Context: an optimization exercise on an open-source flow, tuned for small area. The choices shown serve that exercise and are no tape-out recipe.
Only simulation tests tie the RTL to the original design; equivalence was not proved.
Power and IR drop assume default switching activity. The flow treats the clock pin as an ideal source, which a real chip does not have.

File: flow/config.mk
export PLATFORM = sky130hd
export DESIGN_NAME = cpu
export DESIGN_NICKNAME = cpu
export VERILOG_FILES = /design/flow/design.v
export SDC_FILE = /design/flow/constraint.sdc
export NUM_CORES = 4
export LEC_CHECK = 0
export CAP_MARGIN = 20
export CORE_MARGIN = 2
export CORE_UTILIZATION = 70
export CTS_CLUSTER_DIAMETER = 100
export CTS_CLUSTER_SIZE = 30
export SETUP_SLACK_MARGIN = 0.1
export SLEW_MARGIN = 20
File: flow/constraint.sdc
create_clock -name core_clock -period 10.0 [get_ports {clk}]
set_input_delay 2.0000 -clock core_clock [delete_from_list [all_inputs] [get_ports {clk}]]
set_output_delay 2.0000 -clock core_clock [all_outputs]
set_load 0.01 [all_outputs]
File: flow/design.v
module alu(
    input   wire    [3:0]   opcode,
    input   wire    [15:0]  a,       
    input   wire    [15:0]  b,       
    input   wire    [15:0]  sum,     
    input   wire            cout,    
    output  logic   [15:0]  out
);
wire [15:0] prod;
mul16 mul(.a(a), .b(b), .o(prod));
wire        shift_left = (opcode == 4'd6);
wire        fill       = (opcode == 4'd8) && a[15];
wire [15:0] a_rev;
wire [15:0] sh_res;
genvar gi;
generate for (gi = 0; gi < 16; gi = gi + 1) begin : g_rev
    assign a_rev[gi] = shift_left ? a[15-gi] : a[gi];
end endgenerate
wire [15:0] sh0 = b[0] ? {fill, a_rev[15:1]} : a_rev;
wire [15:0] sh1 = b[1] ? {{2{fill}}, sh0[15:2]} : sh0;
wire [15:0] sh2 = b[2] ? {{4{fill}}, sh1[15:4]} : sh1;
wire [15:0] sh3 = b[3] ? {{8{fill}}, sh2[15:8]} : sh2;
assign sh_res   = (|b[15:4]) ? {16{fill}} : sh3;
wire [15:0] shr = sh_res;
wire [15:0] shl;
generate for (gi = 0; gi < 16; gi = gi + 1) begin : g_unrev
    assign shl[gi] = sh_res[15-gi];
end endgenerate
wire eq  = (a == b);
wire ltu = !cout;
wire lt  = (a[15] ^ b[15]) ? a[15] : sum[15];
always_comb begin
    case (opcode)
        4'd0, 4'd1: out = sum;
        4'd2:   out = prod;
        4'd3:   out = a & b;
        4'd4:   out = a | b;
        4'd5:   out = a ^ b;
        4'd6:   out = shl;
        4'd7,
        4'd8:   out = shr;
        4'd9:   out = 16'(eq);
        4'd10:  out = 16'(!eq);
        4'd11:  out = 16'(lt);
        4'd12:  out = 16'(lt | eq);
        4'd13:  out = 16'(!(lt | eq));
        4'd14:  out = 16'(!lt);
        default: out = 16'(ltu);
    endcase
end
endmodule
module mul16(input wire [15:0] a, input wire [15:0] b, output wire [15:0] o);
wire [15:0] pp [15:0];
genvar gi;
generate for (gi = 0; gi < 16; gi = gi + 1) begin : g_pp
    assign pp[gi] = b[gi] ? a : 16'b0;
end endgenerate
wire t1 = pp[0][13] ^ pp[1][12];
wire t2 = pp[0][13] & pp[1][12];
wire t3 = pp[0][14] ^ pp[1][13] ^ pp[2][12];
wire t4 = (pp[0][14] & pp[1][13]) | (pp[0][14] & pp[2][12]) | (pp[1][13] & pp[2][12]);
wire t5 = pp[3][11] ^ pp[4][10];
wire t6 = pp[3][11] & pp[4][10];
wire t7 = pp[0][9] ^ pp[1][8];
wire t8 = pp[0][9] & pp[1][8];
wire t9 = pp[0][10] ^ pp[1][9] ^ pp[2][8];
wire t10 = (pp[0][10] & pp[1][9]) | (pp[0][10] & pp[2][8]) | (pp[1][9] & pp[2][8]);
wire t11 = pp[3][7] ^ pp[4][6];
wire t12 = pp[3][7] & pp[4][6];
wire t13 = pp[0][11] ^ pp[1][10] ^ pp[2][9];
wire t14 = (pp[0][11] & pp[1][10]) | (pp[0][11] & pp[2][9]) | (pp[1][10] & pp[2][9]);
wire t15 = pp[3][8] ^ pp[4][7] ^ pp[5][6];
wire t16 = (pp[3][8] & pp[4][7]) | (pp[3][8] & pp[5][6]) | (pp[4][7] & pp[5][6]);
wire t17 = pp[6][5] ^ pp[7][4];
wire t18 = pp[6][5] & pp[7][4];
wire t19 = pp[0][12] ^ pp[1][11] ^ pp[2][10];
wire t20 = (pp[0][12] & pp[1][11]) | (pp[0][12] & pp[2][10]) | (pp[1][11] & pp[2][10]);
wire t21 = pp[3][9] ^ pp[4][8] ^ pp[5][7];
wire t22 = (pp[3][9] & pp[4][8]) | (pp[3][9] & pp[5][7]) | (pp[4][8] & pp[5][7]);
wire t23 = pp[6][6] ^ pp[7][5] ^ pp[8][4];
wire t24 = (pp[6][6] & pp[7][5]) | (pp[6][6] & pp[8][4]) | (pp[7][5] & pp[8][4]);
wire t25 = pp[9][3] ^ pp[10][2];
wire t26 = pp[9][3] & pp[10][2];
wire t27 = pp[2][11] ^ pp[3][10] ^ pp[4][9];
wire t28 = (pp[2][11] & pp[3][10]) | (pp[2][11] & pp[4][9]) | (pp[3][10] & pp[4][9]);
wire t29 = pp[5][8] ^ pp[6][7] ^ pp[7][6];
wire t30 = (pp[5][8] & pp[6][7]) | (pp[5][8] & pp[7][6]) | (pp[6][7] & pp[7][6]);
wire t31 = pp[8][5] ^ pp[9][4] ^ pp[10][3];
wire t32 = (pp[8][5] & pp[9][4]) | (pp[8][5] & pp[10][3]) | (pp[9][4] & pp[10][3]);
wire t33 = pp[11][2] ^ pp[12][1] ^ pp[13][0];
wire t34 = (pp[11][2] & pp[12][1]) | (pp[11][2] & pp[13][0]) | (pp[12][1] & pp[13][0]);
wire t35 = pp[5][9] ^ pp[6][8] ^ pp[7][7];
wire t36 = (pp[5][9] & pp[6][8]) | (pp[5][9] & pp[7][7]) | (pp[6][8] & pp[7][7]);
wire t37 = pp[8][6] ^ pp[9][5] ^ pp[10][4];
wire t38 = (pp[8][6] & pp[9][5]) | (pp[8][6] & pp[10][4]) | (pp[9][5] & pp[10][4]);
wire t39 = pp[11][3] ^ pp[12][2] ^ pp[13][1];
wire t40 = (pp[11][3] & pp[12][2]) | (pp[11][3] & pp[13][1]) | (pp[12][2] & pp[13][1]);
wire t41 = pp[14][0] ^ t3 ^ t5;
wire t42 = (pp[14][0] & t3) | (pp[14][0] & t5) | (t3 & t5);
wire t43 = pp[0][6] ^ pp[1][5];
wire t44 = pp[0][6] & pp[1][5];
wire t45 = pp[0][7] ^ pp[1][6] ^ pp[2][5];
wire t46 = (pp[0][7] & pp[1][6]) | (pp[0][7] & pp[2][5]) | (pp[1][6] & pp[2][5]);
wire t47 = pp[3][4] ^ pp[4][3];
wire t48 = pp[3][4] & pp[4][3];
wire t49 = pp[0][8] ^ pp[1][7] ^ pp[2][6];
wire t50 = (pp[0][8] & pp[1][7]) | (pp[0][8] & pp[2][6]) | (pp[1][7] & pp[2][6]);
wire t51 = pp[3][5] ^ pp[4][4] ^ pp[5][3];
wire t52 = (pp[3][5] & pp[4][4]) | (pp[3][5] & pp[5][3]) | (pp[4][4] & pp[5][3]);
wire t53 = pp[6][2] ^ pp[7][1];
wire t54 = pp[6][2] & pp[7][1];
wire t55 = pp[2][7] ^ pp[3][6] ^ pp[4][5];
wire t56 = (pp[2][7] & pp[3][6]) | (pp[2][7] & pp[4][5]) | (pp[3][6] & pp[4][5]);
wire t57 = pp[5][4] ^ pp[6][3] ^ pp[7][2];
wire t58 = (pp[5][4] & pp[6][3]) | (pp[5][4] & pp[7][2]) | (pp[6][3] & pp[7][2]);
wire t59 = pp[8][1] ^ pp[9][0] ^ t7;
wire t60 = (pp[8][1] & pp[9][0]) | (pp[8][1] & t7) | (pp[9][0] & t7);
wire t61 = pp[5][5] ^ pp[6][4] ^ pp[7][3];
wire t62 = (pp[5][5] & pp[6][4]) | (pp[5][5] & pp[7][3]) | (pp[6][4] & pp[7][3]);
wire t63 = pp[8][2] ^ pp[9][1] ^ pp[10][0];
wire t64 = (pp[8][2] & pp[9][1]) | (pp[8][2] & pp[10][0]) | (pp[9][1] & pp[10][0]);
wire t65 = t9 ^ t11 ^ t8;
wire t66 = (t9 & t11) | (t9 & t8) | (t11 & t8);
wire t67 = pp[8][3] ^ pp[9][2] ^ pp[10][1];
wire t68 = (pp[8][3] & pp[9][2]) | (pp[8][3] & pp[10][1]) | (pp[9][2] & pp[10][1]);
wire t69 = pp[11][0] ^ t13 ^ t15;
wire t70 = (pp[11][0] & t13) | (pp[11][0] & t15) | (t13 & t15);
wire t71 = t17 ^ t10 ^ t12;
wire t72 = (t17 & t10) | (t17 & t12) | (t10 & t12);
wire t73 = pp[11][1] ^ pp[12][0] ^ t19;
wire t74 = (pp[11][1] & pp[12][0]) | (pp[11][1] & t19) | (pp[12][0] & t19);
wire t75 = t21 ^ t23 ^ t25;
wire t76 = (t21 & t23) | (t21 & t25) | (t23 & t25);
wire t77 = t14 ^ t16 ^ t18;
wire t78 = (t14 & t16) | (t14 & t18) | (t16 & t18);
wire t79 = t1 ^ t27 ^ t29;
wire t80 = (t1 & t27) | (t1 & t29) | (t27 & t29);
wire t81 = t31 ^ t33 ^ t20;
wire t82 = (t31 & t33) | (t31 & t20) | (t33 & t20);
wire t83 = t22 ^ t24 ^ t26;
wire t84 = (t22 & t24) | (t22 & t26) | (t24 & t26);
wire t85 = t2 ^ t35 ^ t37;
wire t86 = (t2 & t35) | (t2 & t37) | (t35 & t37);
wire t87 = t39 ^ t41 ^ t28;
wire t88 = (t39 & t41) | (t39 & t28) | (t41 & t28);
wire t89 = t30 ^ t32 ^ t34;
wire t90 = (t30 & t32) | (t30 & t34) | (t32 & t34);
wire t91 = pp[0][4] ^ pp[1][3];
wire t92 = pp[0][4] & pp[1][3];
wire t93 = pp[0][5] ^ pp[1][4] ^ pp[2][3];
wire t94 = (pp[0][5] & pp[1][4]) | (pp[0][5] & pp[2][3]) | (pp[1][4] & pp[2][3]);
wire t95 = pp[3][2] ^ pp[4][1];
wire t96 = pp[3][2] & pp[4][1];
wire t97 = pp[2][4] ^ pp[3][3] ^ pp[4][2];
wire t98 = (pp[2][4] & pp[3][3]) | (pp[2][4] & pp[4][2]) | (pp[3][3] & pp[4][2]);
wire t99 = pp[5][1] ^ pp[6][0] ^ t43;
wire t100 = (pp[5][1] & pp[6][0]) | (pp[5][1] & t43) | (pp[6][0] & t43);
wire t101 = pp[5][2] ^ pp[6][1] ^ pp[7][0];
wire t102 = (pp[5][2] & pp[6][1]) | (pp[5][2] & pp[7][0]) | (pp[6][1] & pp[7][0]);
wire t103 = t45 ^ t47 ^ t44;
wire t104 = (t45 & t47) | (t45 & t44) | (t47 & t44);
wire t105 = pp[8][0] ^ t49 ^ t51;
wire t106 = (pp[8][0] & t49) | (pp[8][0] & t51) | (t49 & t51);
wire t107 = t53 ^ t46 ^ t48;
wire t108 = (t53 & t46) | (t53 & t48) | (t46 & t48);
wire t109 = t55 ^ t57 ^ t59;
wire t110 = (t55 & t57) | (t55 & t59) | (t57 & t59);
wire t111 = t50 ^ t52 ^ t54;
wire t112 = (t50 & t52) | (t50 & t54) | (t52 & t54);
wire t113 = t61 ^ t63 ^ t65;
wire t114 = (t61 & t63) | (t61 & t65) | (t63 & t65);
wire t115 = t56 ^ t58 ^ t60;
wire t116 = (t56 & t58) | (t56 & t60) | (t58 & t60);
wire t117 = t67 ^ t69 ^ t71;
wire t118 = (t67 & t69) | (t67 & t71) | (t69 & t71);
wire t119 = t62 ^ t64 ^ t66;
wire t120 = (t62 & t64) | (t62 & t66) | (t64 & t66);
wire t121 = t73 ^ t75 ^ t77;
wire t122 = (t73 & t75) | (t73 & t77) | (t75 & t77);
wire t123 = t68 ^ t70 ^ t72;
wire t124 = (t68 & t70) | (t68 & t72) | (t70 & t72);
wire t125 = t79 ^ t81 ^ t83;
wire t126 = (t79 & t81) | (t79 & t83) | (t81 & t83);
wire t127 = t74 ^ t76 ^ t78;
wire t128 = (t74 & t76) | (t74 & t78) | (t76 & t78);
wire t129 = t85 ^ t87 ^ t89;
wire t130 = (t85 & t87) | (t85 & t89) | (t87 & t89);
wire t131 = t80 ^ t82 ^ t84;
wire t132 = (t80 & t82) | (t80 & t84) | (t82 & t84);
wire t133 = pp[0][3] ^ pp[1][2];
wire t134 = pp[0][3] & pp[1][2];
wire t135 = pp[2][2] ^ pp[3][1] ^ pp[4][0];
wire t136 = (pp[2][2] & pp[3][1]) | (pp[2][2] & pp[4][0]) | (pp[3][1] & pp[4][0]);
wire t137 = pp[5][0] ^ t93 ^ t95;
wire t138 = (pp[5][0] & t93) | (pp[5][0] & t95) | (t93 & t95);
wire t139 = t97 ^ t99 ^ t94;
wire t140 = (t97 & t99) | (t97 & t94) | (t99 & t94);
wire t141 = t101 ^ t103 ^ t98;
wire t142 = (t101 & t103) | (t101 & t98) | (t103 & t98);
wire t143 = t105 ^ t107 ^ t102;
wire t144 = (t105 & t107) | (t105 & t102) | (t107 & t102);
wire t145 = t109 ^ t111 ^ t106;
wire t146 = (t109 & t111) | (t109 & t106) | (t111 & t106);
wire t147 = t113 ^ t115 ^ t110;
wire t148 = (t113 & t115) | (t113 & t110) | (t115 & t110);
wire t149 = t117 ^ t119 ^ t114;
wire t150 = (t117 & t119) | (t117 & t114) | (t119 & t114);
wire t151 = t121 ^ t123 ^ t118;
wire t152 = (t121 & t123) | (t121 & t118) | (t123 & t118);
wire t153 = t125 ^ t127 ^ t122;
wire t154 = (t125 & t127) | (t125 & t122) | (t127 & t122);
wire t155 = t129 ^ t131 ^ t126;
wire t156 = (t129 & t131) | (t129 & t126) | (t131 & t126);
wire t157 = pp[0][2] ^ pp[1][1];
wire t158 = pp[0][2] & pp[1][1];
wire t159 = pp[2][1] ^ pp[3][0] ^ t133;
wire t160 = (pp[2][1] & pp[3][0]) | (pp[2][1] & t133) | (pp[3][0] & t133);
wire t161 = t91 ^ t135 ^ t134;
wire t162 = (t91 & t135) | (t91 & t134) | (t135 & t134);
wire t163 = t92 ^ t137 ^ t136;
wire t164 = (t92 & t137) | (t92 & t136) | (t137 & t136);
wire t165 = t96 ^ t139 ^ t138;
wire t166 = (t96 & t139) | (t96 & t138) | (t139 & t138);
wire t167 = t100 ^ t141 ^ t140;
wire t168 = (t100 & t141) | (t100 & t140) | (t141 & t140);
wire t169 = t104 ^ t143 ^ t142;
wire t170 = (t104 & t143) | (t104 & t142) | (t143 & t142);
wire t171 = t108 ^ t145 ^ t144;
wire t172 = (t108 & t145) | (t108 & t144) | (t145 & t144);
wire t173 = t112 ^ t147 ^ t146;
wire t174 = (t112 & t147) | (t112 & t146) | (t147 & t146);
wire t175 = t116 ^ t149 ^ t148;
wire t176 = (t116 & t149) | (t116 & t148) | (t149 & t148);
wire t177 = t120 ^ t151 ^ t150;
wire t178 = (t120 & t151) | (t120 & t150) | (t151 & t150);
wire t179 = t124 ^ t153 ^ t152;
wire t180 = (t124 & t153) | (t124 & t152) | (t153 & t152);
wire t181 = t128 ^ t155 ^ t154;
wire t182 = (t128 & t155) | (t128 & t154) | (t155 & t154);
wire t183 = pp[0][1] ^ pp[1][0];
wire t184 = pp[0][1] & pp[1][0];
wire t185 = pp[2][0] ^ t157 ^ t184;
wire t186 = (pp[2][0] & t157) | (pp[2][0] & t184) | (t157 & t184);
wire t187 = t159 ^ t158 ^ t186;
wire t188 = (t159 & t158) | (t159 & t186) | (t158 & t186);
wire t189 = t161 ^ t160 ^ t188;
wire t190 = (t161 & t160) | (t161 & t188) | (t160 & t188);
wire t191 = t163 ^ t162 ^ t190;
wire t192 = (t163 & t162) | (t163 & t190) | (t162 & t190);
wire t193 = t165 ^ t164 ^ t192;
wire t194 = (t165 & t164) | (t165 & t192) | (t164 & t192);
wire t195 = t167 ^ t166 ^ t194;
wire t196 = (t167 & t166) | (t167 & t194) | (t166 & t194);
wire t197 = t169 ^ t168 ^ t196;
wire t198 = (t169 & t168) | (t169 & t196) | (t168 & t196);
wire t199 = t171 ^ t170 ^ t198;
wire t200 = (t171 & t170) | (t171 & t198) | (t170 & t198);
wire t201 = t173 ^ t172 ^ t200;
wire t202 = (t173 & t172) | (t173 & t200) | (t172 & t200);
wire t203 = t175 ^ t174;
wire t204 = t175 & t174;
wire t205 = t177 ^ t176 ^ t204;
wire t206 = (t177 & t176) | (t177 & t204) | (t176 & t204);
wire t207 = t179 ^ t178 ^ t206;
wire t208 = (t179 & t178) | (t179 & t206) | (t178 & t206);
wire t209 = t181 ^ t180 ^ t208;
wire t210 = (t181 & t180) | (t181 & t208) | (t180 & t208);
wire t211 = pp[0][15] ^ pp[1][14];
wire t212 = pp[2][13] ^ pp[3][12];
wire t213 = pp[4][11] ^ pp[5][10];
wire t214 = pp[6][9] ^ pp[7][8];
wire t215 = pp[8][7] ^ pp[9][6];
wire t216 = pp[10][5] ^ pp[11][4];
wire t217 = pp[12][3] ^ pp[13][2];
wire t218 = pp[14][1] ^ pp[15][0];
wire t219 = t4 ^ t6;
wire t220 = t36 ^ t38;
wire t221 = t40 ^ t42;
wire t222 = t86 ^ t88;
wire t223 = t90 ^ t130;
wire t224 = t132 ^ t156;
wire t225 = t211 ^ t212;
wire t226 = t213 ^ t214;
wire t227 = t215 ^ t216;
wire t228 = t217 ^ t218;
wire t229 = t219 ^ t220;
wire t230 = t221 ^ t222;
wire t231 = t223 ^ t224;
wire t232 = t225 ^ t226;
wire t233 = t227 ^ t228;
wire t234 = t229 ^ t230;
wire t235 = t231 ^ t182;
wire t236 = t232 ^ t233;
wire t237 = t234 ^ t235;
wire t238 = t236 ^ t237;
wire t239 = t238 ^ t210;
wire t240 = ~(t175 ^ t174);
wire t241 = t175 | t174;
wire t242 = t177 ^ t176 ^ t241;
wire t243 = (t177 & t176) | (t177 & t241) | (t176 & t241);
wire t244 = t179 ^ t178 ^ t243;
wire t245 = (t179 & t178) | (t179 & t243) | (t178 & t243);
wire t246 = t181 ^ t180 ^ t245;
wire t247 = (t181 & t180) | (t181 & t245) | (t180 & t245);
wire t248 = pp[0][15] ^ pp[1][14];
wire t249 = pp[2][13] ^ pp[3][12];
wire t250 = pp[4][11] ^ pp[5][10];
wire t251 = pp[6][9] ^ pp[7][8];
wire t252 = pp[8][7] ^ pp[9][6];
wire t253 = pp[10][5] ^ pp[11][4];
wire t254 = pp[12][3] ^ pp[13][2];
wire t255 = pp[14][1] ^ pp[15][0];
wire t256 = t4 ^ t6;
wire t257 = t36 ^ t38;
wire t258 = t40 ^ t42;
wire t259 = t86 ^ t88;
wire t260 = t90 ^ t130;
wire t261 = t132 ^ t156;
wire t262 = t248 ^ t249;
wire t263 = t250 ^ t251;
wire t264 = t252 ^ t253;
wire t265 = t254 ^ t255;
wire t266 = t256 ^ t257;
wire t267 = t258 ^ t259;
wire t268 = t260 ^ t261;
wire t269 = t262 ^ t263;
wire t270 = t264 ^ t265;
wire t271 = t266 ^ t267;
wire t272 = t268 ^ t182;
wire t273 = t269 ^ t270;
wire t274 = t271 ^ t272;
wire t275 = t273 ^ t274;
wire t276 = t275 ^ t247;
wire t277 = t202 ? t240 : t203;
wire t278 = t202 ? t242 : t205;
wire t279 = t202 ? t244 : t207;
wire t280 = t202 ? t246 : t209;
wire t281 = t202 ? t276 : t239;
assign o = {t281, t280, t279, t278, t277, t201, t199, t197, t195, t193, t191, t189, t187, t185, t183, pp[0][0]};
endmodule
module stack
#(
    parameter WIDTH = 5,  
    parameter SIZE  = 32
)
(
    input wire clk,
    input wire [WIDTH-1:0] sp,
    input wire [WIDTH-2:0] sp_minus_1_hi,
    output wire [15:0] even_out,     
    output wire [15:0] odd_out,      
    input wire we,
    input wire [WIDTH-1:0] mem_din_addr,
    input wire [15:0] mem_din
);
localparam HALF = SIZE / 2;
reg [15:0] even [HALF-1:0];
reg [15:0] odd  [HALF-1:0];
always @(posedge clk) begin
    if (we && !mem_din_addr[0]) even[mem_din_addr[WIDTH-1:1]] <= mem_din;
    if (we &&  mem_din_addr[0]) odd[mem_din_addr[WIDTH-1:1]]  <= mem_din;
end
wire [WIDTH-2:0] even_addr = sp[WIDTH-1:1];
wire [WIDTH-2:0] odd_addr  = sp_minus_1_hi;   
wire [16*HALF-1:0] even_flat;
wire [16*HALF-1:0] odd_flat;
genvar k;
generate for (k = 0; k < HALF; k = k + 1) begin : g_flat
    assign even_flat[k*16 +: 16] = even[k];
    assign odd_flat[k*16 +: 16]  = odd[k];
end endgenerate
mux16 #(.W(16)) even_mux(.d(even_flat), .sel(even_addr), .out(even_out));
mux16 #(.W(16)) odd_mux(.d(odd_flat), .sel(odd_addr), .out(odd_out));
endmodule
module mux16
#(
    parameter W = 16
)
(
    input  wire [16*W-1:0] d,      
    input  wire [3:0]   sel,
    output wire [W-1:0] out
);
wire [W-1:0] s0 [7:0];
wire [W-1:0] s1 [3:0];
wire [W-1:0] s2 [1:0];
genvar i;
generate
    for (i = 0; i < 8; i = i + 1) begin : g_s0
        assign s0[i] = sel[0] ? d[(2*i+1)*W +: W] : d[2*i*W +: W];
    end
    for (i = 0; i < 4; i = i + 1) begin : g_s1
        assign s1[i] = sel[1] ? s0[2*i+1] : s0[2*i];
    end
    for (i = 0; i < 2; i = i + 1) begin : g_s2
        assign s2[i] = sel[2] ? s1[2*i+1] : s1[2*i];
    end
endgenerate
assign out = sel[3] ? s2[1] : s2[0];
endmodule
module rstack
#(
    parameter WIDTH         = 4,
    parameter SIZE          = 16,
    parameter DATA_WIDTH    = 13
)
(
    input   wire                    clk,
    input   wire [WIDTH-1:0]        mem_dout_addr,
    output  wire [DATA_WIDTH-1:0]   mem_dout,
    input   wire                    we,
    input   wire [WIDTH-1:0]        mem_din_addr,
    input   wire [DATA_WIDTH-1:0]   mem_din
);
reg [DATA_WIDTH-1:0] data [SIZE-1:0];
always @(posedge clk) begin
    if (we) begin
        data[mem_din_addr] <= mem_din;
    end
end
wire [SIZE*DATA_WIDTH-1:0] data_flat;
genvar k;
generate for (k = 0; k < SIZE; k = k + 1) begin : g_flat
    assign data_flat[k*DATA_WIDTH +: DATA_WIDTH] = data[k];
end endgenerate
mux16 #(.W(DATA_WIDTH)) read_mux(.d(data_flat), .sel(mem_dout_addr), .out(mem_dout));  
endmodule
module cpu
#(
    parameter CODE_ADDR_WIDTH   = 13,
    parameter DATA_ADDR_WIDTH   = 13,
    parameter STACK_DEPTH       = 5,
    parameter RSTACK_DEPTH      = 4,
    parameter FP                = (1 << 13) - (1 << 6) * 6 - 16 - 16 * 4
)
(
    input   wire                        clk,
    input   wire                        reset,           
    input   wire                        resume,          
    output  wire [CODE_ADDR_WIDTH-1:0]  code_addr,       
    input   wire [15:0]                 instruction,     
    output  wire [DATA_ADDR_WIDTH-1:0]  mem_addr,        
    input   wire [15:0]                 mem_din,         
    output  wire                        mem_dout_we,     
    output  wire [15:0]                 mem_dout         
);
wire [15:0] instr       = instruction;
wire [15:0] instr_simm9 = {{7{instr[8]}}, instr[8:0]};
wire [15:0] instr_imm13 = {3'b0, instr[12:0]};
wire [4:0]  opcode      = instr[14:10];
wire [1:0]  op1         = instr[14:13];
wire cmd_type   = instr[15];     
wire mode       = instr[9];      
wire is_f2      = !cmd_type;
wire is_alu     = is_f2 && !opcode[4];
wire is_load    = is_f2 && opcode == 5'd16;
wire is_store   = is_f2 && opcode == 5'd17;
wire is_locals  = is_f2 && opcode == 5'd18;
wire is_set_fp  = is_f2 && opcode == 5'd19;
wire is_ret     = is_f2 && opcode == 5'd20;
wire is_push_int= is_f2 && opcode == 5'd21;
wire is_push_mr = is_f2 && opcode == 5'd22;
wire is_wait    = is_f2 && opcode == 5'd23;
wire is_jmp     = cmd_type && op1 == 2'd0;
wire is_jz      = cmd_type && op1 == 2'd1;
wire is_call    = cmd_type && op1 == 2'd2;
wire is_push_addr = cmd_type && op1 == 2'd3;
reg     [CODE_ADDR_WIDTH-1:0] pc;    
reg     [DATA_ADDR_WIDTH-1:0] fp;    
reg     [STACK_DEPTH-1:0]     sp;    
reg     [STACK_DEPTH-2:0]     sp_minus_1_hi;   
reg     [RSTACK_DEPTH-1:0]    rsp;   
reg                           wait_flag;
logic   [STACK_DEPTH-1:0] sp_new;
wire    [STACK_DEPTH-1:0] sp_new_minus_1 = sp_new - 1;
logic   [15:0] stack_top_new;
wire    write_to_stack = !reset && (is_alu || is_push_int || is_push_mr || is_push_addr);
wire    [15:0] even_out;
wire    [15:0] odd_out;
stack #(
    .WIDTH(STACK_DEPTH),
    .SIZE(1 << STACK_DEPTH)
)
stack(
    .clk(clk),
    .sp(sp),
    .sp_minus_1_hi(sp_minus_1_hi),
    .even_out(even_out),
    .odd_out(odd_out),
    .we(write_to_stack),
    .mem_din_addr(sp_new),
    .mem_din(stack_top_new)
);
wire [15:0] stack_top = sp[0] ? odd_out : even_out;             
wire [15:0] alu_x     = (mode == sp[0]) ? odd_out : even_out;   
wire    [RSTACK_DEPTH-1:0]    rsp_plus_1 = rsp + 1;
wire    [CODE_ADDR_WIDTH-1:0] rstack_top;
wire    [CODE_ADDR_WIDTH-1:0] pc_plus_1 = pc + 1;
rstack #(
    .WIDTH(RSTACK_DEPTH),
    .SIZE(1 << RSTACK_DEPTH),
    .DATA_WIDTH(CODE_ADDR_WIDTH)
)
rstack(
    .clk(clk),
    .mem_dout_addr(rsp),
    .mem_dout(rstack_top),
    .we(!reset && is_call),
    .mem_din_addr(rsp_plus_1),
    .mem_din(pc_plus_1)
);
wire use_fp    = mode || opcode[1] || opcode[2];    
wire [15:0] add_a = is_alu ? alu_x : (use_fp ? {3'b0, fp} : stack_top);
wire [15:0] alu_y = mode ? instr_simm9 : stack_top;
wire add_sub   = opcode[4] ? opcode[1] : (opcode[0] || opcode[3]);
wire [15:0] add_b = (is_alu ? alu_y : instr_simm9) ^ {16{add_sub}};
wire [16:0] add_c;
wire [16:0] add_out;
assign add_c[0] = add_sub;
genvar gi;
generate for (gi = 0; gi < 16; gi = gi + 1) begin : g_add     
    assign add_out[gi]  = add_a[gi] ^ add_b[gi] ^ add_c[gi];
    assign add_c[gi+1]  = (add_a[gi] & add_b[gi]) | (add_a[gi] & add_c[gi]) | (add_b[gi] & add_c[gi]);
end endgenerate
assign add_out[16] = add_c[16];
wire [15:0] sum = add_out[15:0];
wire [15:0] alu_out;
alu alu(
    .opcode(opcode[3:0]),
    .a(alu_x),
    .b(alu_y),
    .sum(sum),
    .cout(add_out[16]),
    .out(alu_out)
);
wire [DATA_ADDR_WIDTH-1:9] addr_base_hi = add_a[DATA_ADDR_WIDTH-1:9];
wire [DATA_ADDR_WIDTH-1:9] addr_hi_inc  = addr_base_hi + 1'b1;
wire [DATA_ADDR_WIDTH-1:9] addr_hi_dec  = addr_base_hi - 1'b1;
wire simm_sign = instr[8];
wire carry_9   = add_c[9];
wire [DATA_ADDR_WIDTH-1:9] addr_hi_c1 = simm_sign ? addr_base_hi : addr_hi_inc;
wire [DATA_ADDR_WIDTH-1:9] addr_hi_c0 = simm_sign ? addr_hi_dec : addr_base_hi;
wire [DATA_ADDR_WIDTH-1:9] addr_hi = carry_9 ? addr_hi_c1 : addr_hi_c0;
assign mem_addr    = {addr_hi, sum[8:0]};
assign mem_dout    = alu_x;
assign mem_dout_we = !reset && is_store;
logic [CODE_ADDR_WIDTH-1:0] pc_new;
assign code_addr = pc_new;
always_comb begin
    if (resume)
        pc_new = pc_plus_1;
    else if (wait_flag || is_wait)
        pc_new = pc;
    else if (is_jmp || is_call || (is_jz && ~|stack_top))
        pc_new = instr[12:0];
    else if (is_ret)
        pc_new = rstack_top;
    else
        pc_new = pc_plus_1;
end
always_comb begin
    if (is_push_int || is_push_mr || is_push_addr)
        sp_new = sp + 1;
    else if (is_store && !mode)
        sp_new = sp - 2;
    else if (((is_alu || is_load) && !mode) || (is_store && mode) || is_set_fp || is_jz)
        sp_new = sp - 1;
    else
        sp_new = sp;
end
always_comb begin
    if (is_alu)
        stack_top_new = alu_out;
    else if (is_push_int)
        stack_top_new = instr_simm9;
    else if (is_push_mr)
        stack_top_new = mem_din;
    else
        stack_top_new = instr_imm13;
end
logic [DATA_ADDR_WIDTH-1:0] fp_new;
always_comb begin
    if (is_locals || is_ret)
        fp_new = sum[DATA_ADDR_WIDTH-1:0];
    else if (is_set_fp)
        fp_new = stack_top[DATA_ADDR_WIDTH-1:0];
    else
        fp_new = fp;
end
logic [RSTACK_DEPTH-1:0] rsp_new;
always_comb begin
    if (is_call)
        rsp_new = rsp_plus_1;
    else if (is_ret)
        rsp_new = rsp - 1;
    else
        rsp_new = rsp;
end
wire wait_flag_new = resume ? 1'b0 : (is_wait ? 1'b1 : wait_flag);
always_ff @(posedge clk) begin
    if (reset) begin
        pc  <= {CODE_ADDR_WIDTH{1'b1}};
        sp  <= STACK_DEPTH'(0);
        sp_minus_1_hi <= {(STACK_DEPTH-1){1'b1}};
        rsp <= RSTACK_DEPTH'(0);
        fp  <= DATA_ADDR_WIDTH'(FP);
        wait_flag <= 1'b0;
    end else begin
        pc  <= pc_new;
        sp  <= sp_new;
        sp_minus_1_hi <= sp_new_minus_1[STACK_DEPTH-1:1];
        rsp <= rsp_new;
        fp  <= fp_new;
        wait_flag <= wait_flag_new;
    end
end
endmodule
File: flow/run.sh
#!/bin/bash
# synth_recipe.tcl (not shown) runs the flow's synth.tcl, then flattens the netlist and writes it again
# the make line also repeats each setting of config.mk as NAME=value (left out here)
make -C /OpenROAD-flow-scripts/flow DESIGN_CONFIG=/design/flow/config.mk WORK_HOME=/design/flow/orfs CLKGATE_MAP_FILE= SYNTH_SCRIPT=/design/flow/synth_recipe.tcl finish
==> summary.txt, run 1 <==
status no timing/DRC/antenna violations; number of vias per cell 7.402; die width 238.8 um; number of fill cells 3,023; final hold vios 0; cell leakage power 14.88 nW; average cell area after synthesis 14.00 um2; initial antenna violation count 3; highest cell delay on the worst timing path 740 ps; grt ovf 0; Initial Util 70.44%; Worst setup SP type register; first-pass GRT wire length 178.8 mm; final setup violation count 0; PwrDens 365.1 mW/mm2; die area 0.05701 mm2; 1st-pass router iterations 9; FF-to-FF Start sp[1]$_SDFF_PP0_; sequential area share after synthesis 58.12%; commonest non-fill, non-tap cell in the layout edfxtp_1; Syn Nets 2,959; vias in the first global route 26,500; Die Ht 238.8 um; Iter 0 DRT Violations 4,697; IO Pins 78; HPWL Detailed 83.26 mm; area of the multi-input gates 0.01501 mm2; Clock Sink Count 760; ANT cells 0; Via Count 27,020; CTS tree built; yosys warns 7; row count 86; Tmin final 9794 ps; routed wire length 122.9 mm; Post-Syn Area 0.03858 mm2; Reg area 0.02244 mm2; Crit-path slowest cell dfxtp_2; CP arrival 7790 ps; Peak Freq 102.1 MHz; asr flop ratio synth 0%; Post-Syn Instances 2,756; Hold Crit Class reg2reg; P&R area growth vs syn 9.633%; CTS H-tree depth 1; Final ANT Viol Nets 0; Synth Flop Type edfxtp_1; RSZ-0062 raised after global routing no; final net count 3,126; clock buffer count from CTS 29; DR WL/cell 33.66 um; fin. max-slew vios 0; commonest cells after routing, fill and taps aside edfxtp_1, nor2_1, buf_4, nand2_1, mux4_2; maximum clock insertion buffer count 3; Final Non-Filler Cells 3,650; GRT Util Overall 43.70%; Worst setup EP type primary output; crit-path cells and2b_2 > a22oi_1 > nand3_1 > nand4_1 > mux2i_2 > o21ai_0 > xor2_1 > fa_1 > inv_1 > fa_1 > inv_1 > fa_1 > fa_1 > fa_1 > fa_1 > fa_1 > fa_1 > buf_4 > nor2_1 > nand4_1 > o21ai_0 > xor2_1 > clkdlybuf4s50_1; latest clock arrival within the worst-skew pair 660 ps; worst slew pin tran 1190 ps; Max VDD drop 1.228 mV; Routability Congestion 1.057; Slew headroom 20.38%; Reg clk slew, reported paths 120 ps; Port Buf Inserts 77; fin crit share 97.94%; Core ar. 0.05477 mm2; Max Cap Viol 0; critical path class reg2out; pin count of the biggest net entering global routing 56; Root Buffer clkbuf_16; share of cells above drive strength 1 17.21%; Placed Instances 3,587; clk_skew 49.71 ps; CP Data Required Time 8000 ps; most frequent CP cell fa_1; crit path from sp[1]$_SDFF_PP0_; final core utilization 77.22%; Synth cell types 80; min-delay src fp[10]$_SDFFE_PP1P_; Post-synth EDFFs 720; Crit Path Max Fanout 16; DRC Markers 0; #FFs+latches synth 760
## sequential cells by signal, summed over array words and instances, names as in the netlist
signal         flops
stack.even       256
stack.odd        256
rstack.data      208
fp                13
pc                13
sp                 5
rsp                4
sp_minus_1_hi      4
wait_flag          1
## cell families after synthesis
family	after synthesis	synth area share (%)
xor+xnor	77	1.891
mux	349	14.33
compound gates	421	7.411
fa+ha+maj	168	7.434
simple gates	662	7.489
flops	760	58.12
buf+inv	319	3.331
## synthesized netlist by cell type (6+ instances only)
cell type,n,area (um2)
a211o_1,8,70.07
a211oi_1,21,157.7
a21o_1,6,45.04
a21oi_1,84,420.4
a221oi_1,25,219.0
a22o_1,11,96.34
a22oi_1,51,382.9
a31oi_1,14,87.58
and2_1,11,68.82
and3_1,7,43.79
buf_1,24,90.09
buf_2,28,140.1
buf_4,12,90.09
clkbuf_1,99,371.6
dfxtp_1,40,800.8
edfxtp_1,720,21620
fa_1,102,2042
ha_1,66,825.8
inv_1,151,566.8
mux2_2,35,394.1
mux2i_1,155,1551
mux4_2,159,3581
nand2_1,192,720.7
nand2b_1,19,118.9
nand3_1,56,280.3
nand4_1,11,68.82
nor2_1,278,1044
nor2b_1,11,68.82
nor3_1,30,150.1
nor3b_1,6,45.04
nor4_1,7,43.79
o211ai_1,14,105.1
o21a_1,8,60.06
o21ai_0,85,425.4
o21ai_1,9,45.04
o221ai_1,8,70.07
o22ai_1,10,62.56
o311ai_0,6,52.55
o31ai_1,8,60.06
or2_2,15,93.84
or3_1,9,56.30
xnor2_1,45,394.1
xor2_1,28,245.2
## metal layers
| layer | GRT usage (%) | routed length (um) | vias up |
|---|---|---|---|
| li1 | - | - | 10670 |
| met1 | 58.53 | 41030 | 13190 |
| met2 | 66.65 | 55450 | 2598 |
| met3 | 11.42 | 17850 | 553 |
| met4 | 23.22 | 8500 | 4 |
| met5 | 0.2597 | 27 | - |
## per-stage QoR
step | power (mW) | worst slack (ps) | hold WS, ps | cell area (um2) | setup TNS [ps]
2_1_floorplan | 10.59 | 209.3 | 460.1 | 38580 | 0
3_3_place_gp | 13.49 | 0.7487 | 473.9 | 41300 | 0
3_5_place_dp | 13.69 | -287.3 | 485.4 | 41300 | -15600
4_1_cts | 15.20 | 231.7 | 512.8 | 42150 | 0
5_1_grt | 16.26 | 89.55 | 540.4 | 42290 | 0
6_report | 15.44 | 206.0 | 513.8 | 42290 | 0
## critical path: cells and delay by family, from the launching register on
kind | cells | cell delay (ps)
buffers and inverters | 4 | 870
AOI/OAI and AO/OA | 3 | 470
adders and majority gates | 8 | 2910
and+or+nand+nor | 5 | 1490
DFF | 1 | 740
xor gates and xnor gates | 2 | 330
muxes | 1 | 320
## path summary, 6_finish.rpt
path / endpoint / slack (ps) / cells past startpoint
min: fp[10]$_SDFFE_PP1P_ / 510 / 2
max: mem_addr[12] / 210 / 23
min reg2reg: fp[10]$_SDFFE_PP1P_ / 510 / 2
max reg2reg: stack.odd[0][0]$_DFFE_PP_ / 520 / 34
## report_power, final
part	internal [mW]	switching, mW	total, mW
combinational	4.51	5.56	10.1
clock	0.565	0.926	1.49
sequential	3.80	0.0839	3.88
total	8.87	6.57	15.4
## final cells by class
cell class	count	area share (%)
flip-flops and latches	760	53.06
multi-input cells	1677	35.49
repair buffers	300	5.979
well taps	704	2.083
clock buffers	50	1.902
inverters	155	1.376
clock inverters	4	0.1065
## what timing repair did
action                     4_1_cts  5_1_grt
hold buffers                     0        0
gates resized for setup          1        5
setup endpoints to repair        1       32
setup buffers                    0        6
pin swaps                        0        0
==> run 2: changes to the inputs <==
==> flow/flow/run.sh (new file) <==
#!/bin/bash
# Layout flow: the standard ORFS flow (standard.sh) with these changes
# to how the layout is made:
#  - synthesis is synth_recipe.tcl with ABC's combinational mapping script
#    replaced (flow/synth_abc.tcl, flow/abc_map.script);
#  - the buffer that buffer_ports puts on every input and output port is
#    sky130_fd_sc_hd__buf_1 instead of the delay cell the tool picks itself;
#  - clock tree synthesis inserts no dummy loads (same clustering settings as
#    config.mk's CTS_CLUSTER_SIZE / CTS_CLUSTER_DIAMETER).
# The full output goes to flow_standard.log in the work folder; each ORFS
# step also keeps its own log under orfs/logs/.
set -euo pipefail
here=$(cd "$(dirname "$0")" && pwd)
export BUFFER_PORTS_ARGS="-buffer_cell sky130_fd_sc_hd__buf_1"
export CTS_ARGS="-sink_clustering_enable -repair_clock_nets -sink_clustering_size 30 -sink_clustering_max_diameter 100 -dont_use_dummy_load"
bash standard.sh finish "SYNTH_SCRIPT=$here/synth_abc.tcl" > flow_standard.log 2>&1
==> flow/flow/abc_map.script (new file) <==
&get -n
&st
&dch
&nf -R 1000
&put
==> flow/flow/synth_abc.tcl (new file) <==
# The standard synthesis (synth_recipe.tcl, beside this folder), with one
# change: ABC maps the combinational logic with abc_map.script (one
# choice-based mapping with extended area recovery, no buffering or sizing,
# which the placer's repair does later) instead of ORFS's speed script.
# The flip-flops are mapped before ABC runs, so they are the same.
set ::abc_map_script [file join [file dirname [file normalize [info script]]] abc_map.script]
proc abc {args} {
  set i [lsearch -exact $args -script]
  if { $i >= 0 } {
    lset args [expr { $i + 1 }] $::abc_map_script
  }
  yosys abc {*}$args
}
source [file join [file dirname [file dirname $::abc_map_script]] synth_recipe.tcl]
==> flow/standard.sh (new file) <==
#!/bin/bash
# synth_recipe.tcl (not shown) runs the flow's synth.tcl, then flattens the netlist and writes it again
# the make line also repeats each setting of config.mk as NAME=value (left out here)
make -C /OpenROAD-flow-scripts/flow DESIGN_CONFIG=/design/flow/config.mk WORK_HOME=/design/flow/orfs CLKGATE_MAP_FILE= SYNTH_SCRIPT=/design/flow/synth_recipe.tcl "${@:-finish}"
--- a/flow/config.mk
+++ b/flow/config.mk
@@ -10,5 +10,5 @@
 export CORE_UTILIZATION = 70
 export CTS_CLUSTER_DIAMETER = 100
 export CTS_CLUSTER_SIZE = 30
-export SETUP_SLACK_MARGIN = 0.1
+export SETUP_SLACK_MARGIN = 0.15
 export SLEW_MARGIN = 20
removed: flow/run.sh
==> run 2 against run 1 <==
Net effect:
- synthesized area down 5.6%
- largest power group unchanged
- clock power down 4%
- hold slack better by 2.0 ps
- design area down 4.9%
- global-route usage down 2.4 points
- cell count down 6.4%
- sequential power down 2%
- synthesized cell count down 11%
- critical path depth up 17
- setup slack worse by 9.0 ps
==> summary.txt, run 2 <==
average cell area after synthesis 14.82 um2; cell leakage power 13.22 nW; CP Data Required Time 10,350 ps; Initial Util 70.85%; CTS H-tree depth 1; Clock Sink Count 760; R2R cell count 40; initial antenna violation count 1; ANT cells 0; final core utilization 78.21%; setup slack, reg-to-reg 200 ps; Min Hold Slack 515.8 ps; Root Buffer clkbuf_16; Post-Syn Instances 2,457; Routability Congestion 1.039; IO Pins 78; hold-fix buffers at CTS 0; vias in the first global route 24,000; Die Ht 232.1 um; clk_skew 70.83 ps; hold path endpoint fp[5]$_SDFFE_PP1P_; DR WL/cell 33.90 um; Top Layer Used met5; Post-Syn Area 0.03642 mm2; CP arrival 10,160 ps; Via Count 25,460; Synth Flop Type edfxtp_1; final setup violation count 0; pin count of the biggest net entering global routing 60; status no timing/DRC/antenna violations; Syn Nets 2,660; Final Power 13.03 mW; Hold Crit Class reg2reg; Worst setup SP type register; fin crit share 98.03%; HPWL Detailed 70.86 mm; Reg area 0.02244 mm2; M1 WL 38.01 mm; Synth top area share 59.37%; clock buffer count from CTS 29; maximum clock insertion buffer count 3; worst slew pin tran 1236 ps; Reg clk slew, reported paths 120 ps; 1st-pass router iterations 8; Buf/Inv on CP 7; commonest cells after routing, fill and taps aside edfxtp_1, nor2_1, mux4_2, buf_4, clkinv_1; Max VDD drop 0.9253 mV; CTS tree built; Synth cell types 48; DRC Markers 0; Iter 0 DRT Violations 4,349; latest clock arrival within the worst-skew pair 660 ps; #FFs+latches synth 760; Core ar. 0.05141 mm2; number of vias per cell 7.452; Worst setup EP type register; Tmin final 9803 ps; met2 routed WL 53.84 mm; asr flop ratio synth 0%; area leader, netlist edfxtp_1; Slew headroom 17.34%; P&R area growth vs syn 10.39%; Peak Freq 102.0 MHz; number of fill cells 2,784; cell family with most CP delay adder cells; most frequent cell after synthesis edfxtp_1; die area 0.05387 mm2; Post-synth top cells edfxtp_1, nor2_1, mux4_2, o21ai_0, clkinv_1; critical path class reg2reg; commonest non-fill, non-tap cell in the layout edfxtp_1; Max Cap Viol 0; fin. max-slew vios 0; grt ovf 0; die width 232.1 um; GRT Util Overall 41.28%; min-delay src fp[5]$_SDFFE_PP1P_; Crit Path Max Fanout 32; first-pass GRT wire length 159.0 mm; metal3 WL 15.72 mm; Reg-to-Reg End stack.odd[2][0]$_DFFE_PP_; Port Buf Inserts 77; share of cells above drive strength 1 16.84%; Final ANT Viol Nets 0; routed wire length 115.8 mm; yosys warns 7; final net count 2,942; sequential area share after synthesis 61.57%; hold path depth 2; FF-to-FF Start sp_minus_1_hi[0]$_SDFF_PP1_; final hold vios 0; area of the multi-input gates 0.01391 mm2; row count 83; Crit-path slowest cell nor2_1; largest cells by area after synthesis edfxtp_1, mux4_2, fa_1, nor2_1, ha_1; highest cell delay on the worst timing path 500 ps; PwrDens 324.2 mW/mm2; Post-synth EDFFs 720; most frequent CP cell fa_1
run 2: changes by cell type in the layout (fill, tap and decap cells not counted), sizes merged, moves of 43 or more:
| cell | previous run | this run |
|---|---|---|
| a21oi | 84 | 133 |
| a22oi | 51 | 8 |
| clkdlybuf4s50 | 76 | 0 |
| clkinv | 5 | 150 |
| inv | 154 | 0 |
| mux2i | 155 | 40 |
| nand2 | 192 | 138 |
| nor2 | 278 | 350 |
| o21ai | 94 | 155 |
run 2: metrics by stage:
step | setup slack, ps | cells | TNS, ps | area, um2
2_1_floorplan | 186.1 | 2457 | 0 | 36490
5_1_grt | -146.1 | 3417 | -3959 | 40200
3_5_place_dp | -87.04 | 3367 | -2707 | 39200
6_report | 197.0 | 3417 | 0 | 40200
3_3_place_gp | 197.1 | 3367 | 0 | 39200
4_1_cts | 306.1 | 3396 | 0 | 39930
run 2: how the worst max path moves through the flow:
stage                     depth (start not counted)                        start                           end
after floorplan                                  33              instruction[13]    stack.even[0][0]$_DFFE_PP_
after global placement                           37               instruction[9]    stack.even[6][0]$_DFFE_PP_
after detailed placement                         26               instruction[9]  stack.even[11][13]$_DFFE_PP_
after CTS                                        30             sp[1]$_SDFF_PP0_   stack.even[8][13]$_DFFE_PP_
after global routing                             40  sp_minus_1_hi[0]$_SDFF_PP1_    stack.even[4][0]$_DFFE_PP_
final                                            40  sp_minus_1_hi[0]$_SDFF_PP1_     stack.odd[2][0]$_DFFE_PP_
run 2: final cells by class:
type	instances	area share (%)
Sequential cell	760	55.82
Multi-Input combinational cell	1547	34.59
Timing Repair Buffer	251	4.267
Tap cell	680	2.116
Clock buffer	29	1.805
Inverter	150	1.404
run 2: kinds of logic (layout without fill, tap and decap cells):
logic type | count (synthesis) | count (layout) | share of synthesized area (%)
compound gates | 448 | 448 | 7.476
fa+ha+maj | 168 | 168 | 7.874
buf+inv | 150 | 430 | 1.546
mux | 225 | 225 | 12.48
flops | 760 | 760 | 61.57
simple gates | 631 | 631 | 7.256
xor+xnor | 75 | 75 | 1.804
run 2: worst reg2reg max path, delay by kind of cell (launching register included):
family	cells	cell delay, ps
XOR/XNOR	1	170
adder cells (fa/ha/maj)	15	4740
flip-flops	1	480
buffers and inverters	7	740
AND/OR/NAND/NOR	5	930
multiplexers	1	500
AO/OA/AOI/OAI	11	1950
run 2: repair_timing:
item | 4_1_cts | 5_1_grt
resized for setup | 0 | 9
endpoints found under the setup margin | 0 | 92
setup buffers | 0 | 18
endpoints found under the hold margin | 0 | 0
run 2: where the power goes:
part	switching, mW	total (mW)	internal, mW
registers	0.0639	3.79	3.73
logic	4.78	7.81	3.03
clock network	0.907	1.43	0.522
total	5.76	13.0	7.28
run 2: per-layer routing:
layer	up-vias	global-route usage (%)
li1	9984	-
met5	-	0
met2	2595	65.36
met1	12400	56.37
met3	485	8.448
met4	2	18.77
==> run 3: changes to the inputs <==
--- a/flow/design.v
+++ b/flow/design.v
@@ -26,7 +26,7 @@
 generate for (gi = 0; gi < 16; gi = gi + 1) begin : g_unrev
     assign shl[gi] = sh_res[15-gi];
 end endgenerate
-wire eq  = (a == b);
+wire eq  = ~|sum;        
 wire ltu = !cout;
 wire lt  = (a[15] ^ b[15]) ? a[15] : sum[15];
 always_comb begin
@@ -511,9 +511,9 @@
 );
 wire use_fp    = mode || opcode[1] || opcode[2];    
 wire [15:0] add_a = is_alu ? alu_x : (use_fp ? {3'b0, fp} : stack_top);
-wire [15:0] alu_y = mode ? instr_simm9 : stack_top;
+wire [15:0] alu_y = (is_alu && !mode) ? stack_top : instr_simm9;
 wire add_sub   = opcode[4] ? opcode[1] : (opcode[0] || opcode[3]);
-wire [15:0] add_b = (is_alu ? alu_y : instr_simm9) ^ {16{add_sub}};
+wire [15:0] add_b = alu_y ^ {16{add_sub}};
 wire [16:0] add_c;
 wire [16:0] add_out;
 assign add_c[0] = add_sub;
==> flow/flow/run.sh (replaced) <==
#!/bin/bash
# Layout flow: the standard ORFS flow (standard.sh) with these changes
# to how the layout is made:
#  - synthesis is synth_recipe.tcl with ABC's combinational mapping script
#    replaced and only full adders extracted before ABC (flow/synth_abc.tcl,
#    flow/abc_map.script);
#  - the buffer that buffer_ports puts on every input and output port is
#    sky130_fd_sc_hd__buf_1 instead of the delay cell the tool picks itself;
#  - clock tree synthesis inserts no dummy loads (same clustering settings as
#    config.mk's CTS_CLUSTER_SIZE / CTS_CLUSTER_DIAMETER).
# The full output goes to flow_standard.log in the work folder; each ORFS
# step also keeps its own log under orfs/logs/.
set -euo pipefail
here=$(cd "$(dirname "$0")" && pwd)
export BUFFER_PORTS_ARGS="-buffer_cell sky130_fd_sc_hd__buf_1"
export CTS_ARGS="-sink_clustering_enable -repair_clock_nets -sink_clustering_size 24 -sink_clustering_max_diameter 80 -dont_use_dummy_load"
bash standard.sh finish "SYNTH_SCRIPT=$here/synth_abc.tcl" > flow_standard.log 2>&1
==> flow/flow/synth_abc.tcl (replaced) <==
# The standard synthesis (synth_recipe.tcl, beside this folder), with two
# changes to how the combinational logic is mapped:
#  - ABC uses abc_map.script (one choice-based mapping with extended area
#    recovery, no buffering or sizing, which the placer's repair does later)
#    instead of ORFS's speed script;
#  - the adder extraction before ABC takes only full adders (extract_fa -fa),
#    leaving half adders to ABC.
# The flip-flops are mapped before either step, so they are the same.
set ::abc_map_script [file join [file dirname [file normalize [info script]]] abc_map.script]
proc abc {args} {
  set i [lsearch -exact $args -script]
  if { $i >= 0 } {
    lset args [expr { $i + 1 }] $::abc_map_script
  }
  yosys abc {*}$args
}
proc extract_fa {args} {
  yosys extract_fa -fa
}
source [file join [file dirname [file dirname $::abc_map_script]] synth_recipe.tcl]
--- a/flow/config.mk
+++ b/flow/config.mk
@@ -8,7 +8,7 @@
 export CAP_MARGIN = 20
 export CORE_MARGIN = 2
 export CORE_UTILIZATION = 70
-export CTS_CLUSTER_DIAMETER = 100
-export CTS_CLUSTER_SIZE = 30
+export CTS_CLUSTER_DIAMETER = 80
+export CTS_CLUSTER_SIZE = 24
 export SETUP_SLACK_MARGIN = 0.15
 export SLEW_MARGIN = 20
==> run 3 against run 2 <==
Net effect:
- maximum frequency up 1.8%
- setup slack improved by 170 ps
- first-iteration DRC count is 38% higher
- hold slack better by 56 ps
- non-clock buffer count grew 9
- core utilization grew 0.19 points
- critical endpoint is now stack.odd[8][0]$_DFFE_PP_
==> summary.txt, run 3 <==
status no timing/DRC/antenna violations; vias in the first global route 25,820; Crit Path Max Fanout 16; Initial Util 70.61%; commonest cells after routing, fill and taps aside edfxtp_1, nor2_1, nand2_1, buf_4, a21oi_1; Hold Crit Class reg2reg; RSZ-0062 raised after global routing no; Tmin final 9630 ps; routed wire length 124.1 mm; worst slew pin tran 1133 ps; maximum clock insertion buffer count 3; Routability Congestion 1.017; Synth top area share 61.28%; Internal 6.964 mW; Max VDD drop 0.4009 mV; commonest non-fill, non-tap cell in the layout edfxtp_1; Post-Syn Instances 2,455; DR WL/cell 36.20 um; highest cell delay on the worst timing path 550 ps; final setup violation count 0; Synth Flop Type edfxtp_1; CTS tree built; average cell area after synthesis 14.37 um2; sequential share of power 31.1%; Final Power 12.11 mW; Post-synth top cells edfxtp_1, nor2_1, nand2_1, a21oi_1, o21ai_0; Setup Total Neg Slack 0 ps; P_sw 5.144 mW; Syn Nets 2,592; clk_skew 60.42 ps; Max Cap Viol 0; CP arrival 9870 ps; Crit-path slowest cell fa_1; pin count of the biggest net entering global routing 57; 1st-pass router iterations 11; die width 228.5 um; Worst setup EP type register; logic gate share of total power 55.4%; DRC Markers 0; #FFs+latches synth 760; final hold vios 0; Clock Sink Count 760; GRT Util Overall 48.03%; Synth cell types 54; Worst setup SP type register; largest cells by area after synthesis edfxtp_1, mux4_2, fa_1, nor2_1, dfxtp_1; Peak Freq 103.8 MHz; number of vias per cell 7.838; area leader, netlist edfxtp_1; cell leakage power 12.68 nW; PwrDens 309.1 mW/mm2; CTS H-tree depth 2; Core ar. 0.04997 mm2; Post-synth EDFFs 720; fin. max-slew vios 0; Root Buffer clkbuf_16; die area 0.05221 mm2; sequential area share after synthesis 63.55%; Iter 0 DRT Violations 6,013; Port Buf Inserts 77; asr flop ratio synth 0%; fin crit share 96.30%; critical path class reg2reg; Die Ht 228.5 um; IO Pins 78; Via Count 26,870; P&R area growth vs syn 11.03%; Post-Syn Area 0.03528 mm2; most frequent cell after synthesis edfxtp_1; Reg clk slew, reported paths 100 ps; Slew headroom 24.17%; row count 82; most frequent CP cell fa_2; first-pass GRT wire length 179.0 mm; Final ANT Viol Nets 0; CP Data Required Time 10,240 ps; yosys warns 7; share of cells above drive strength 1 14.71%; grt ovf 0; latest clock arrival within the worst-skew pair 620 ps; HPWL Detailed 74.55 mm; clock share of power 13.5%; initial antenna violation count 2; final net count 2,893; switching part of the total power 42.48%; clock buffer count from CTS 38
[run 3: cell types whose count changed in the layout (fill, tap and decap cells not counted), sizes merged, moves of 20 or more]
cell    delta
a222oi    +49
nor2      +26
nor3      -23
a21oi     +20
nand2     +35
mux4      -55
ha        -66
clkinv    -35
[run 3: power groups by stage]
stage | sequential, mW | clock (mW) | combinational, mW
2_1_floorplan | 3.90 | 0 | 4.13
3_3_place_gp | 3.82 | 0 | 6.08
3_5_place_dp | 3.83 | 0 | 6.26
4_1_cts | 3.77 | 1.61 | 6.43
5_1_grt | 3.77 | 1.70 | 7.12
6_report | 3.77 | 1.64 | 6.70
[run 3: layer usage]
metal  vias up  GRT usage, %  part of all wire [%]
met5         -        0.9191                 0.052
met4         2         28.27                   8.4
met3       782         15.26                    16
met2      3236         72.70                    45
met1     12750         61.89                    31
li1      10100             -                     -
[run 3: worst paths after layout]
kind | from | to | slack, ps | depth (start not counted)
min | fp[9]$_SDFFE_PP1P_ | fp[9]$_SDFFE_PP1P_ | 570 | 2
min reg2reg | fp[9]$_SDFFE_PP1P_ | fp[9]$_SDFFE_PP1P_ | 570 | 2
max reg2reg | sp[1]$_SDFF_PP0_ | stack.odd[8][0]$_DFFE_PP_ | 370 | 37
max | sp[1]$_SDFF_PP0_ | stack.odd[8][0]$_DFFE_PP_ | 370 | 37
[run 3: metrics by stage]
step	instances	utilization, %	hold slack (ps)	setup slack [ps]	instance area [um2]
3_3_place_gp	3376	76.05	475.8	100.8	38000
6_report	3428	78.40	571.6	370.3	39170
2_1_floorplan	2455	-	451.9	-190.6	35400
4_1_cts	3414	77.96	561.4	168.2	38950
3_5_place_dp	3376	76.06	484.8	-114.0	38000
5_1_grt	3426	78.39	608.1	102.2	39170
[run 3: cell families (layout without fill, tap and decap cells)]
logic type      Yosys count  count (layout)  share of synthesized area (%)
simple gates            702             702                          8.369
mux                     168             168                          9.305
buf+inv                 115             413                          1.223
fa+ha+maj               104             104                          5.844
xor+xnor                 78              78                          1.936
flops                   760             760                          63.55
compound gates          528             529                          9.773
other cells               0               2                              0
[run 3: layout make-up]
class / count / area [um2]
Sequential cell: 760 / 22440
Multi-Input combinational cell: 1581 / 12720
Fill cell: 2613 / 10790
Timing Repair Buffer: 260 / 1784
Clock buffer: 38 / 950.9
Tap cell: 672 / 840.8
Inverter: 115 / 437.9
Antenna cell: 2 / 5.005
[run 3: critical path: cells and delay by family (launching register included)]
| kind | cells | cell delay (ps) |
|---|---|---|
| adder cells (fa/ha/maj) | 15 | 4560 |
| AND/OR/NAND/NOR | 7 | 1630 |
| flip-flops | 1 | 510 |
| buffers and inverters | 6 | 520 |
| AO/OA/AOI/OAI | 7 | 1360 |
| multiplexers | 2 | 650 |
[run 3: what timing repair did]
action,4_1_cts,5_1_grt
setup endpoints to repair,0,96
setup buffers,0,9
hold buffers,0,0
resized for setup,0,12
==> run 4: changes to the inputs <==
--- a/flow/flow/run.sh
+++ b/flow/flow/run.sh
@@ -13,5 +13,5 @@
 set -euo pipefail
 here=$(cd "$(dirname "$0")" && pwd)
 export BUFFER_PORTS_ARGS="-buffer_cell sky130_fd_sc_hd__buf_1"
-export CTS_ARGS="-sink_clustering_enable -repair_clock_nets -sink_clustering_size 24 -sink_clustering_max_diameter 80 -dont_use_dummy_load"
+export CTS_ARGS="-sink_clustering_enable -repair_clock_nets -sink_clustering_size 28 -sink_clustering_max_diameter 90 -dont_use_dummy_load"
 bash standard.sh finish "SYNTH_SCRIPT=$here/synth_abc.tcl" > flow_standard.log 2>&1
--- a/flow/config.mk
+++ b/flow/config.mk
@@ -8,7 +8,7 @@
 export CAP_MARGIN = 20
 export CORE_MARGIN = 2
 export CORE_UTILIZATION = 70
-export CTS_CLUSTER_DIAMETER = 80
-export CTS_CLUSTER_SIZE = 24
+export CTS_CLUSTER_DIAMETER = 90
+export CTS_CLUSTER_SIZE = 28
 export SETUP_SLACK_MARGIN = 0.15
 export SLEW_MARGIN = 20
==> run 4 against run 3 <==
Net effect:
- global-route usage is 1.8 points lower
- synthesized cell count unchanged
- highest routed layer unchanged
- via count decreased by 1.5%
- core utilization decreased by 0.45 points
- combinational power shrank 1%
- routed wire length fell by 2.6%
==> summary.txt, run 4 <==
fin crit share 96.50%; highest cell delay on the worst timing path 830 ps; pin count of the biggest net entering global routing 57; die area 0.05221 mm2; yosys warns 7; most frequent cell after synthesis edfxtp_1; Routability Congestion 1.017; Setup Total Neg Slack 0 ps; Final Power 11.82 mW; vias in the first global route 25,750; Worst setup SP type register; Initial Util 70.61%; Post-Syn Instances 2,455; Max VDD drop 0.3984 mV; Crit-path slowest cell dfxtp_2; #FFs+latches synth 760; Post-synth EDFFs 720; area leader, netlist edfxtp_1; number of vias per cell 7.750; most frequent CP cell fa_2; Syn Nets 2,592; DR WL/cell 35.38 um; global-route layer with the greatest usage met2; RSZ-0062 raised after global routing no; 1st-pass router iterations 14; met3 Resource Use GR 11.79%; fin. max-slew vios 0; clock buffer count from CTS 31; final setup violation count 0; status no timing/DRC/antenna violations; routed wire length 120.9 mm; Post-Syn Area 0.03528 mm2; Placed Instances 3,376; CTS tree built; Reg clk slew, reported paths 110 ps; IO Pins 78; die width 228.5 um; number of fill cells 2,686; Crit Path Max Fanout 22; global routing usage on met2 70.48%; grt ovf 0; critical path class reg2reg; Slew headroom 13.68%; Die Ht 228.5 um; worst slew pin tran 1291 ps; Post-synth top cells edfxtp_1, nor2_1, nand2_1, a21oi_1, o21ai_0; clk_skew 76.57 ps; PwrDens 303.6 mW/mm2; Port Buf Inserts 77; Synth Flop Type edfxtp_1; latest clock arrival within the worst-skew pair 660 ps; P&R area growth vs syn 10.38%; Via Count 26,480; Root Buffer clkbuf_16; Tmin final 9650 ps; Clock Sink Count 760; final hold vios 0; GRT Util Overall 46.24%; Min Hold Slack 581.5 ps; met1 Use GR 60.78%; row count 82; Max Cap Viol 0; Core ar. 0.04997 mm2; Hold Crit Class reg2reg; Final Non-Filler Cells 3,416; Synth cell types 54; share of cells above drive strength 1 14.22%; Synth top area share 61.28%; CP arrival 9950 ps; HPWL Detailed 74.55 mm; commonest cells after routing, fill and taps aside edfxtp_1, nor2_1, nand2_1, buf_4, a21oi_1; commonest non-fill, non-tap cell in the layout edfxtp_1; average cell area after synthesis 14.37 um2; final net count 2,882; asr flop ratio synth 0%; hold-fix buffers at CTS 0; largest cells by area after synthesis edfxtp_1, mux4_2, fa_1, nor2_1, dfxtp_1; Worst setup EP type register; initial antenna violation count 4; DRC Markers 0; Final ANT Viol Nets 0; CTS H-tree depth 1; CP Data Required Time 10,300 ps; cell leakage power 12.57 nW; maximum clock insertion buffer count 3; sequential area share after synthesis 63.55%; Peak Freq 103.6 MHz; first-pass GRT wire length 174.1 mm; Iter 0 DRT Violations 5,350
-- run 4: metal layers --
metal,share of wire [%],up-vias
met4,8.5,6
met1,32,12640
met2,45,3008
met3,15,758
met5,0.031,-
li1,-,10060
-- run 4: what timing repair did --
| action | 4_1_cts | 5_1_grt |
|---|---|---|
| endpoints found under the hold margin | 0 | 0 |
| endpoints found under the setup margin | 0 | 64 |
| gates resized for setup | 0 | 6 |
| buffers inserted | 0 | 5 |
-- run 4: cells by family after synthesis --
group                    share of synthesized area [%]
AO/OA/AOI/OAI                                    9.773
flip-flops                                       63.55
buffers and inverters                            1.223
XOR/XNOR                                         1.936
AND/OR/NAND/NOR                                  8.369
adder cells (fa/ha/maj)                          5.844
multiplexers                                     9.305
-- run 4: worst paths after layout --
kind	from	end	slack, ps	cells past startpoint
worst min-delay path	fp[4]$_SDFFE_PP1P_	fp[4]$_SDFFE_PP1P_	580	2
worst max-delay path	sp_minus_1_hi[1]$_SDFF_PP1_	stack.odd[4][0]$_DFFE_PP_	350	34
worst min register to register	fp[4]$_SDFFE_PP1P_	fp[4]$_SDFFE_PP1P_	580	2
worst max register to register	sp_minus_1_hi[1]$_SDFF_PP1_	stack.odd[4][0]$_DFFE_PP_	350	34
-- run 4: critical path: cells and delay by family, from the launching register on --
kind / cells / cell delay, ps
AO/OA/AOI/OAI: 8 / 1770
XOR/XNOR: 1 / 110
adder cells (fa/ha/maj): 15 / 4570
buffers and inverters: 4 / 290
flip-flops: 1 / 830
multiplexers: 1 / 470
AND/OR/NAND/NOR: 5 / 1280
-- run 4: final cells by class --
cell class | instances | area [um2] | area share, %
sequential | 760 | 22430 | 57.60
multi-input combinational | 1581 | 12700 | 32.61
timing repair buffer | 256 | 1757 | 4.511
tap | 672 | 840.8 | 2.159
clock buffer | 31 | 775.7 | 1.992
inverter | 115 | 437.9 | 1.124
antenna | 1 | 2.502 | 0.006425
-- run 4: where the power goes --
group | switching, mW | total (mW) | internal, mW
logic | 4.03 | 6.61 | 2.58
registers | 0.0652 | 3.76 | 3.70
clock network | 0.900 | 1.45 | 0.554
total | 4.99 | 11.8 | 6.83
-- run 4: metrics by stage --
step	worst slack [ps]	instance area, um2	util [%]
after CTS	255.6	38780	77.61
final	350.4	38950	77.95
after floorplan	-190.6	35400	-
after global routing	168.9	38940	77.94
after global placement	100.8	38000	76.05
after detailed placement	-114.0	38000	76.06

re-timing with driven ports:
The results above use ideal ports. As a check the final layouts listed here were re-extracted and re-timed, cells and wires unchanged. Step 1: set_driving_cell puts a clkbuf_16 on clk and a buf_2 on each other input, an assumption about the parent block. Step 2 moves the port delays by t, midway between the first and last clock arrival at a register: inputs arrive t later, outputs are due t later. That takes back most of the time a late clock gives input paths. a / b / c = no drivers / after step 1 / after step 2; a / b = the first two.
| run | shift t [ns] | setup slack, ns | worst setup path after step 2 |
|---|---|---|---|
| run 1 | 0.705 | 0.206 / 0.139 / -0.258 | input to register |
| run 2 | 0.687 | 0.197 / 0.197 / -0.209 | input to register |
| run 3 | 0.658 | 0.370 / 0.370 / -0.177 | input to register |
| run 4 | 0.690 | 0.350 / 0.350 / -0.217 | input to register |
With both steps, setup timing fails in every run listed, where it was met with ideal ports. The setup slack of run 4, which loses most, moves by 0.000 ns with the drivers and by -0.567 ns with both steps.
